What follows belongs to an exercise in optimizing a design on an open flow for small area, a short achievable clock period and few clock cycles; a production flow would make more cautious choices.
Where RTL was checked, it was by simulation tests only, not by an equivalence proof against the original.
Power is estimated from default activity; no workload was simulated.

==> ember: inputs <==
## isb350c
module isb350c(input clk, input rst,
    output fetchEnable, output [15:0]fetchAddr,
    input fetchReady, input [15:0]fetchData,
    output loadEnable, output [15:0]loadAddr,
    input loadReady, input [15:0]loadData,
    output done, output [255:0]regs_out);
    localparam S_START = 3'd0, S_EXEC = 3'd1, S_LDATA = 3'd2, S_LADDR = 3'd3, S_HALT = 3'd4;
    reg [2:0]st;
    reg [9:0]pc;       
    reg [3:0]tgt;      
    reg [9:0]areg;     
    reg redirect;      
    reg [9:0]jtgt;     
    reg halted;
    reg [15:0]r[0:15];
    wire [15:0]inst = fetchData;
    wire [2:0]op = inst[14:12];
    wire [3:0]ra = inst[11:8];
    wire [3:0]rb = inst[7:4];
    wire [3:0]rt = inst[3:0];
    wire [15:0]va = r[ra];
    wire [15:0]vb = r[rb];
    wire [15:0]sum = va + vb;
    wire [9:0]pc1 = pc + 10'd1;
    wire exec = st == S_EXEC && !redirect;
    reg [9:0]req;
    always @(*) begin
        req = pc1;
        case (st)
            S_START: req = 10'd0;
            S_LADDR: req = areg;
  ...
==> module isb350c, before the edit <==
module isb350c(input clk, input rst,
    output fetchEnable, output [15:0]fetchAddr,
    input fetchReady, input [15:0]fetchData,
    output loadEnable, output [15:0]loadAddr,
    input loadReady, input [15:0]loadData,
    output done, output [255:0]regs_out);
    localparam S_START = 3'd0, S_EXEC = 3'd1, S_LDATA = 3'd2, S_LADDR = 3'd3, S_HALT = 3'd4;
    reg [2:0]st;
    reg [9:0]pc;       
    reg [3:0]tgt;      
    reg [9:0]areg;     
    reg redirect;      
    reg [9:0]jtgt;     
    reg halted;
    reg [15:0]r[0:15];
    wire [15:0]inst = fetchData;
    wire [2:0]op = inst[14:12];
    wire [3:0]ra = inst[11:8];
    wire [3:0]rb = inst[7:4];
    wire [3:0]rt = inst[3:0];
    wire [15:0]va = r[ra];
    wire [15:0]vb = r[rb];
    wire [15:0]sum = va + vb;
    wire [9:0]pc1 = pc + 10'd1;
    wire exec = st == S_EXEC && !redirect;
    reg [9:0]req;
    always @(*) begin
        req = pc1;
        case (st)
            S_START: req = 10'd0;
            S_LADDR: req = areg;
            S_EXEC: if (redirect) req = jtgt;
                    else case (op)
                        3'd2: req = inst[9:0];         
                        3'd4: req = {2'b00, inst[11:4]};  
                        default: req = pc1;
                    endcase
            default: req = pc1;
        endcase
    end
    reg we;
    reg [3:0]wt;
    reg [15:0]wd;
    always @(*) begin
        we = 0;
        wt = rt;
        wd = sum;
        if (st == S_LDATA) begin
            we = 1;
            wt = tgt;
            wd = fetchData;
        end else if (exec) begin
            we = op == 3'd0 || op == 3'd1;
            wd = op == 3'd0 ? {8'h00, inst[11:4]} : sum;
        end
    end
    integer k;
    always @(posedge clk) begin
        for (k = 0; k < 16; k = k + 1)
            if (rst)
                r[k] <= 16'h0000;
            else if (we && wt == k)
                r[k] <= wd;
    end
    always @(posedge clk) begin
        if (rst) begin
            st <= S_START;
            redirect <= 0;
            halted <= 0;
        end else begin
            case (st)
                S_START: begin
                    st <= S_EXEC;
                    pc <= 10'd0;
                end
                S_LADDR: st <= S_LDATA;
                S_LDATA: begin
                    st <= S_EXEC;
                    pc <= pc1;
                end
                S_EXEC: begin
                    redirect <= 0;
                    if (redirect) begin
                        pc <= jtgt;
                    end else case (op)
                        3'd0, 3'd1: pc <= pc1;
                        3'd2: pc <= inst[9:0];
                        3'd3: begin st <= S_HALT; halted <= 1; end
                        3'd4: st <= S_LDATA;
                        3'd5: st <= S_LADDR;
                        3'd6: begin
                            pc <= pc1;
                            redirect <= va == vb;
                        end
                        default: ;
                    endcase
                end
                default: ;
            endcase
        end
        if (st == S_EXEC) tgt <= rt;
        areg <= sum[9:0];
        jtgt <= pc + {6'd0, inst[3:0]};
    end
    assign fetchEnable = 1'b1;
    assign fetchAddr = {6'd0, req};
    assign loadEnable = 1'b0;
    assign loadAddr = 16'h0000;
    assign done = !rst && (halted || (exec && op == 3'd3));
    genvar g;
    generate
        for (g = 0; g < 16; g = g + 1) begin : regs_out_g
            assign regs_out[16*g +: 16] = r[g];
        end
    endgenerate
endmodule
clock: 12.0 ns
lec_check: 0
cap_margin: 20
core_margin: 2
core_utilization: 35
slew_margin: 20
run.sh (not shown) runs the stock make flow with config.mk's settings and CLKGATE_MAP_FILE= SYNTH_SCRIPT=/design/flow/synth_recipe.tcl, a recipe that flattens the netlist after the stock synthesis.
==> inputs of violet, as changes to ember <==
==> flow/design.v (replaced) <==
module isb350c(input clk, input rst,
    output fetchEnable, output [15:0]fetchAddr,
    input fetchReady, input [15:0]fetchData,
    output loadEnable, output [15:0]loadAddr,
    input loadReady, input [15:0]loadData,
    output done, output [255:0]regs_out);
    localparam K_NONE = 2'd0, K_INSTR = 2'd1, K_DATA = 2'd2;
    reg [9:0]faddr;
    reg [1:0]fkind;
    reg [3:0]ftgt;
    reg [9:0]apc;
    reg [1:0]akind;
    reg [3:0]atgt;
    reg [9:0]lpc;
    reg jv;
    reg [9:0]jpc, jtgt;
    reg irv;
    reg [15:0]ir;
    reg [9:0]irpc;
    reg ldv;
    reg [15:0]ldd;
    reg [3:0]ldtgt;
    reg halted;
    reg [15:0]r[0:15];
    wire [2:0]op = ir[14:12];
    wire [3:0]ra = ir[11:8];
    wire [3:0]rb = ir[7:4];
    wire [3:0]rt = ir[3:0];
    wire [15:0]va = r[ra];
    wire [15:0]vb = r[rb];
    wire [15:0]sum = va + vb;
    wire is_mov = op == 3'd0;
    wire is_add = op == 3'd1;
    wire is_hlt = op == 3'd3;
    wire is_ld  = op == 3'd4;
    wire is_ldr = op == 3'd5;
    wire is_jeq = op == 3'd6;
    wire fbusy = fkind == K_DATA;
    wire abusy = akind == K_DATA;
    wire busy_a = (fbusy && ftgt == ra) || (abusy && atgt == ra);
    wire busy_b = (fbusy && ftgt == rb) || (abusy && atgt == rb);
    wire busy_t = (fbusy && ftgt == rt) || (abusy && atgt == rt);
    wire ev = irv && !halted;
    wire hazard = ((is_add || is_ldr || is_jeq) && (busy_a || busy_b)) ||
                  ((is_mov || is_add) && busy_t);
    wire taken = is_jeq && va == vb;
    wire eredir = ev && (hazard || taken);
    wire [9:0]etarget = hazard ? irpc : irpc + {6'd0, ir[3:0]};
    wire eload = ev && !hazard && (is_ld || is_ldr);
    wire [9:0]laddr = is_ld ? {2'b00, ir[11:4]} : sum[9:0];
    wire ehalt = ev && !hazard && is_hlt;
    wire ewrite = ev && !hazard && (is_mov || is_add);
    wire aok = akind == K_INSTR && !eredir && !ehalt && !halted;
    wire djmp = aok && fetchData[14:12] == 3'd2;
    wire [9:0]jtarget = fetchData[9:0];
    wire kill = eredir || djmp || ehalt || halted;
    wire [9:0]seq = lpc + 10'd1;
    wire [9:0]seqf = (jv && seq == jpc) ? jtgt : seq;
    wire we = ldv || ewrite;
    wire [3:0]wt = ldv ? ldtgt : rt;
    wire [15:0]wd = ldv ? ldd : is_mov ? {8'h00, ir[11:4]} : sum;
    wire [15:0]wdr = rst ? 16'h0000 : wd;
    integer k;
    always @(posedge clk) begin
        for (k = 0; k < 16; k = k + 1)
            if (rst || (we && wt == k))
                r[k] <= wdr;
    end
    always @(posedge clk) begin
        if (rst) begin
            faddr <= 10'd0;
            fkind <= K_INSTR;
            lpc <= 10'd0;
            jv <= 0;
            akind <= K_NONE;
            irv <= 0;
            ldv <= 0;
            halted <= 0;
        end else begin
            if (halted || ehalt) begin
                fkind <= K_NONE;
            end else if (eredir) begin
                faddr <= etarget;
                fkind <= K_INSTR;
                lpc <= etarget;
            end else if (eload) begin
                faddr <= laddr;
                fkind <= K_DATA;
                if (djmp) lpc <= irpc;
            end else if (djmp) begin
                faddr <= jtarget;
                fkind <= K_INSTR;
                lpc <= jtarget;
            end else begin
                faddr <= seqf;
                fkind <= K_INSTR;
                lpc <= seqf;
            end
            if (djmp && !eload) begin
                jv <= 1;
                jpc <= apc;
                jtgt <= jtarget;
            end
            akind <= (kill && fkind == K_INSTR) ? K_NONE : fkind;
            irv <= aok && !djmp;
            ldv <= akind == K_DATA;
            if (ehalt) halted <= 1;
        end
        ftgt <= rt;
        apc <= faddr;
        atgt <= ftgt;
        ir <= fetchData;
        irpc <= apc;
        ldd <= fetchData;
        ldtgt <= atgt;
    end
    assign fetchEnable = 1'b1;
    assign fetchAddr = {6'd0, faddr};
    assign loadEnable = 1'b0;
    assign loadAddr = 16'h0000;
    assign done = halted && !fbusy && !abusy && !ldv;
    genvar g;
    generate
        for (g = 0; g < 16; g = g + 1) begin : regs_out_g
            assign regs_out[16*g +: 16] = r[g];
        end
    endgenerate
endmodule
Settings changed: ABC_CLOCK_PERIOD_IN_PS from default to 3000.
==> summary of the runs <==
Worst setup slack: violet is higher than ember (2600 ps). Sequential power: violet is higher than ember (91%). Between ember and violet, the lower global-route usage is in violet (gap 10 points). Against violet, the maximum frequency of ember is lower by 29%. Of ember and violet, violet has the higher total power (gap about 43%, measured against violet). Of violet and ember, violet has the higher flip-flop and latch count (gap 57). Of ember and violet, violet has the higher clock power (gap about 6%, measured against violet). Between ember and violet, the lower register-to-register slack is in violet (gap 1700 ps). Against violet, the core utilization of ember is lower by 0.66 points.
Testbench counts of ember, summed over its fixed seeds: cycles 20,718.
The RTL of violet was laid out without a check of its function.

==> run a <==
isb350c, a different RTL version from the one above (not shown whole).
==> flow/design.v (excerpt) <==
module isb350c(input clk, input rst,
    output fetchEnable, output [15:0]fetchAddr,
    input fetchReady, input [15:0]fetchData,
    output loadEnable, output [15:0]loadAddr,
    input loadReady, input [15:0]loadData,
    output done, output [255:0]regs_out);
    localparam K_NONE = 2'd0, K_INSTR = 2'd1, K_DATA = 2'd2;
    reg [9:0]faddr;
    reg [1:0]fkind;
    reg [3:0]ftgt;
    reg [9:0]lpc;           
    reg lx;                 
    reg jv;                 
    reg [9:0]jpc, jtgt;
    reg [9:0]apc;
    reg [1:0]akind;
    reg [3:0]atgt;
    reg irv;                
    reg irl;                
    reg [15:0]ir;
    reg [9:0]irpc;
    reg [3:0]irt;
    reg e2v;                
    reg e2w;                
    reg e2ld, e2jeq, e2hlt;
    reg [3:0]e2rt;
    reg [15:0]va, vb;
    reg [9:0]e2tgt;         
    reg halted;
    reg done_r;
    reg [15:0]r[0:15];
    wire [15:0]sum = va + vb;
    wire e2we = e2w;
    wire e2redir = e2v && e2jeq && va == vb;
    wire e2load = e2v && e2ld;
    wire e2halt = e2v && e2hlt;
    wire stop = halted || e2halt;
    wire [2:0]op = ir[14:12];
  ...
==> module isb350c, before the edit <==
module isb350c(input clk, input rst,
    output fetchEnable, output [15:0]fetchAddr,
    input fetchReady, input [15:0]fetchData,
    output loadEnable, output [15:0]loadAddr,
    input loadReady, input [15:0]loadData,
    output done, output [255:0]regs_out);
    localparam K_NONE = 2'd0, K_INSTR = 2'd1, K_DATA = 2'd2;
    reg [9:0]faddr;
    reg [1:0]fkind;
    reg [3:0]ftgt;
    reg [9:0]lpc;           
    reg lx;                 
    reg jv;                 
    reg [9:0]jpc, jtgt;
    reg [9:0]apc;
    reg [1:0]akind;
    reg [3:0]atgt;
    reg irv;                
    reg irl;                
    reg [15:0]ir;
    reg [9:0]irpc;
    reg [3:0]irt;
    reg e2v;                
    reg e2w;                
    reg e2ld, e2jeq, e2hlt;
    reg [3:0]e2rt;
    reg [15:0]va, vb;
    reg [9:0]e2tgt;         
    reg halted;
    reg done_r;
    reg [15:0]r[0:15];
    wire [15:0]sum = va + vb;
    wire e2we = e2w;
    wire e2redir = e2v && e2jeq && va == vb;
    wire e2load = e2v && e2ld;
    wire e2halt = e2v && e2hlt;
    wire stop = halted || e2halt;
    wire [2:0]op = ir[14:12];
    wire [3:0]ra = ir[11:8];
    wire [3:0]rb = ir[7:4];
    wire [3:0]rt = ir[3:0];
    wire is_imm = op == 3'd0 || op == 3'd4;    
    wire rd_ab = op == 3'd1 || op == 3'd5 || op == 3'd6;    
    wire wr_t = op == 3'd0 || op == 3'd1;     
    wire is_jmp = op == 3'd2;
    wire p2 = e2load;
    wire pf = fkind == K_DATA;
    wire pa = akind == K_DATA;
    function pend(input [3:0]x);
        pend = (p2 && e2rt == x) || (pf && ftgt == x) || (pa && atgt == x);
    endfunction
    wire hazard = (rd_ab && (pend(ra) || pend(rb))) || (wr_t && pend(rt));
    wire e1ok = irv && !e2redir && !stop;
    wire e1replay = e1ok && hazard;
    wire e1jmp = e1ok && is_jmp;
    wire e1go = e1ok && !hazard && !is_jmp;
    wire [9:0]jtarget = ir[9:0];
    wire fwd_a = e2we && e2rt == ra;
    wire fwd_b = e2we && e2rt == rb;
    wire [15:0]rva = fwd_a ? sum : r[ra];
    wire [15:0]rvb = fwd_b ? sum : r[rb];
    wire aok = akind == K_INSTR && !e2redir && !e1replay && !e1jmp && !stop;
    wire kill = e2redir || e1replay || e1jmp || stop;
    reg rst_r;
    always @(posedge clk) rst_r <= rst;
    wire [15:0]wdr = rst_r ? 16'h0000 : sum;
    integer k;
    always @(posedge clk) begin
        for (k = 0; k < 16; k = k + 1)
            if (rst_r || (e2we && e2rt == k))
                r[k] <= wdr;
    end
    wire [9:0]seq = lpc + {9'd0, !lx};
    wire fold = jv && seq == jpc;
    reg [9:0]oaddr, olpc;
    reg [1:0]okind;
    reg olx;
    always @(*) begin
        oaddr = seq;
        okind = K_INSTR;
        olpc = seq;
        olx = 0;
        if (stop) begin
            okind = K_NONE;
            olpc = lpc;
            olx = lx;
        end else if (e2redir) begin
            oaddr = e2tgt;
            olpc = e2tgt;
        end else if (e2load) begin
            oaddr = sum[9:0];
            okind = K_DATA;
            olpc = e1replay ? irpc : e1jmp ? jtarget : lpc;
            olx = e1replay || e1jmp ? 1'b1 : lx;
        end else if (e1replay) begin
            oaddr = irpc;
            olpc = irpc;
        end else if (e1jmp) begin
            oaddr = jtarget;
            olpc = jtarget;
        end else if (fold) begin
            oaddr = jtgt;
            olpc = jtgt;
        end
    end
    always @(posedge clk) begin
        if (rst) begin
            faddr <= 10'd0;
            fkind <= K_INSTR;
            lpc <= 10'd0;
            lx <= 0;
            jv <= 0;
            akind <= K_NONE;
            irv <= 0;
            irl <= 0;
            e2v <= 0;
            e2w <= 0;
            halted <= 0;
            done_r <= 0;
        end else begin
            faddr <= oaddr;
            fkind <= okind;
            lpc <= olpc;
            lx <= olx;
            if (e1jmp) begin
                jv <= 1;
                jpc <= irpc;
                jtgt <= jtarget;
            end
            akind <= (kill && fkind == K_INSTR) ? K_NONE : fkind;
            irv <= aok;
            irl <= akind == K_DATA;
            e2v <= e1go;
            e2w <= irl || (e1go && wr_t);
            if (e2halt) halted <= 1;
            done_r <= stop && fkind != K_DATA && akind != K_DATA && !irl;
        end
        ftgt <= e2rt;
        apc <= faddr;
        atgt <= ftgt;
        ir <= fetchData;
        irpc <= apc;
        irt <= atgt;
        e2ld <= !irl && (op == 3'd4 || op == 3'd5);
        e2jeq <= !irl && op == 3'd6;
        e2hlt <= !irl && op == 3'd3;
        e2rt <= irl ? irt : rt;
        va <= irl ? ir : is_imm ? {8'h00, ir[11:4]} : rva;
        vb <= (irl || is_imm) ? 16'h0000 : rvb;
        e2tgt <= irpc + {6'd0, ir[3:0]};
    end
    assign fetchEnable = 1'b1;
    assign fetchAddr = {6'd0, faddr};
    assign loadEnable = 1'b0;
    assign loadAddr = 16'h0000;
    assign done = done_r;
    genvar g;
    generate
        for (g = 0; g < 16; g = g + 1) begin : regs_out_g
            assign regs_out[16*g +: 16] = r[g];
        end
    endgenerate
endmodule
Settings: LEC_CHECK=0, CAP_MARGIN=0, CORE_MARGIN=2, CORE_UTILIZATION=35, CTS_CLUSTER_DIAMETER=70, CTS_CLUSTER_SIZE=30, SLEW_MARGIN=0, TNS_END_PERCENT=0; clock period 12.0 ns.
standard.sh (not shown) runs the stock make flow with config.mk's settings and CLKGATE_MAP_FILE= SYNTH_SCRIPT=/design/flow/synth_recipe.tcl, a recipe that flattens the netlist after the stock synthesis.
==> flow/flow/run.sh <==
#!/bin/bash
export SETUP_SLACK_MARGIN=8.5
export BUFFER_PORTS_ARGS="-buffer_cell sky130_fd_sc_hd__buf_1"
bash standard.sh > standard.log 2>&1
==> run b (differences from run a) <==
--- a/flow/design.v
+++ b/flow/design.v
@@ -44,3 +44,2 @@
     wire wr_t = op == 3'd0 || op == 3'd1;     
-    wire is_jmp = op == 3'd2;
     wire p2 = e2load;
@@ -54,5 +53,3 @@
     wire e1replay = e1ok && hazard;
-    wire e1jmp = e1ok && is_jmp;
-    wire e1go = e1ok && !hazard && !is_jmp;
-    wire [9:0]jtarget = ir[9:0];
+    wire e1go = e1ok && !hazard;
     wire fwd_a = e2we && e2rt == ra;
@@ -61,4 +58,6 @@
     wire [15:0]rvb = fwd_b ? sum : r[rb];
-    wire aok = akind == K_INSTR && !e2redir && !e1replay && !e1jmp && !stop;
-    wire kill = e2redir || e1replay || e1jmp || stop;
+    wire aok = akind == K_INSTR && !e2redir && !e1replay && !stop;
+    wire djmp = aok && fetchData[14:12] == 3'd2;
+    wire [9:0]jtarget = fetchData[9:0];
+    wire kill = e2redir || e1replay || djmp || stop;
     reg rst_r;
@@ -92,4 +91,4 @@
             okind = K_DATA;
-            olpc = e1replay ? irpc : e1jmp ? jtarget : lpc;
-            olx = e1replay || e1jmp ? 1'b1 : lx;
+            olpc = e1replay ? irpc : lpc;
+            olx = e1replay ? 1'b1 : lx;
         end else if (e1replay) begin
@@ -97,5 +96,2 @@
             olpc = irpc;
-        end else if (e1jmp) begin
-            oaddr = jtarget;
-            olpc = jtarget;
         end else if (fold) begin
@@ -105,2 +101,3 @@
     end
+    wire jsel = djmp && !e2load;
     always @(posedge clk) begin
@@ -120,9 +117,9 @@
         end else begin
-            faddr <= oaddr;
-            fkind <= okind;
-            lpc <= olpc;
-            lx <= olx;
-            if (e1jmp) begin
+            faddr <= jsel ? jtarget : oaddr;
+            fkind <= jsel ? K_INSTR : okind;
+            lpc <= djmp ? jtarget : olpc;
+            lx <= djmp ? e2load : olx;
+            if (djmp) begin
                 jv <= 1;
-                jpc <= irpc;
+                jpc <= apc;
                 jtgt <= jtarget;
@@ -130,3 +127,3 @@
             akind <= (kill && fkind == K_INSTR) ? K_NONE : fkind;
-            irv <= aok;
+            irv <= aok && !djmp;
             irl <= akind == K_DATA;
--- a/flow/config.mk
+++ b/flow/config.mk
@@ -7,8 +7,8 @@
 export LEC_CHECK = 0
-export CAP_MARGIN = 0
+export CAP_MARGIN = 20
 export CORE_MARGIN = 2
-export CORE_UTILIZATION = 35
-export CTS_CLUSTER_DIAMETER = 70
+export CORE_UTILIZATION = 60
+export CTS_CLUSTER_DIAMETER = 60
 export CTS_CLUSTER_SIZE = 30
-export SLEW_MARGIN = 0
+export SLEW_MARGIN = 20
 export TNS_END_PERCENT = 0
==> comparison <==
Clock-buffer cell count: run b is higher than run a (2). Of run a and run b, run b has the higher global-route usage (gap 16 points). Between run a and run b, the lower cell count is in run b (gap 9.6%, measured against run b). Utilization: run a is lower than run b (29 points).
==> figures <==
Result of the run: run a no timing/DRC/antenna violations; run b no timing/DRC/antenna violations
Leakage power figure: run a 7.365 nW; run b 7.480 nW
Worst-case hold slack: run a 0.3322 ns; run b 0.3527 ns
Total internal power: run a 2.558 mW; run b 2.604 mW
Die Area: run a 53220 um^2; run b 32010 um^2
Cell count after synthesis: run a 1470; run b 1527
Multi-input gate share of total cell area: run a 32.40%; run b 34.04%
Seq pwr share: run a 51.8%; run b 51.3%
Flop-to-flop setup slack: run a 8.43 ns; run b 8.47 ns
Multi-input logic area: run a 6870 um^2; run b 7282 um^2
Testbench counts of run a, summed over its fixed seeds: cycles 18,342.
Testbench counts of run b, summed over its fixed seeds: cycles 18,133.

separate check: timing with driven ports:
The flow's constraints put no driver on any port. The routed layouts listed below were extracted and timed again, unchanged, in two steps. Step 1 (the two cells are an assumption about what drives the block):
set clk [get_ports {clk}]
set_driving_cell -lib_cell sky130_fd_sc_hd__clkbuf_16 $clk
set_driving_cell -lib_cell sky130_fd_sc_hd__buf_2 [delete_from_list [all_inputs] $clk]
Step 2, shift: input delay + t, output delay - t, t = (earliest + latest rising clock arrival at the registers) / 2. This alone moves slack from input paths to output paths. a / b / c = ideal / step 1 / step 2; a / b = the first two.
run	t, ns	setup WS [ns]	hold slack, ns	worst setup path after step 2
ember	0.627	3.188 / 3.227 / 2.600	0.475 / 0.475 / 0.475	input to register
violet	0.621	5.747 / 5.747 / 5.747	0.344 / 0.344 / 0.344	register to register
run a	0.671	8.236 / 8.171 / 8.254	0.332 / 0.332 / 0.332	input to register
run b	0.653	8.315 / 8.261 / 7.845	0.353 / 0.353 / 0.353	input to register
After both steps every run listed still meets setup and hold. For ember, which loses most, drivers alone change the setup slack by +0.039 ns; drivers and shift together by -0.588 ns.
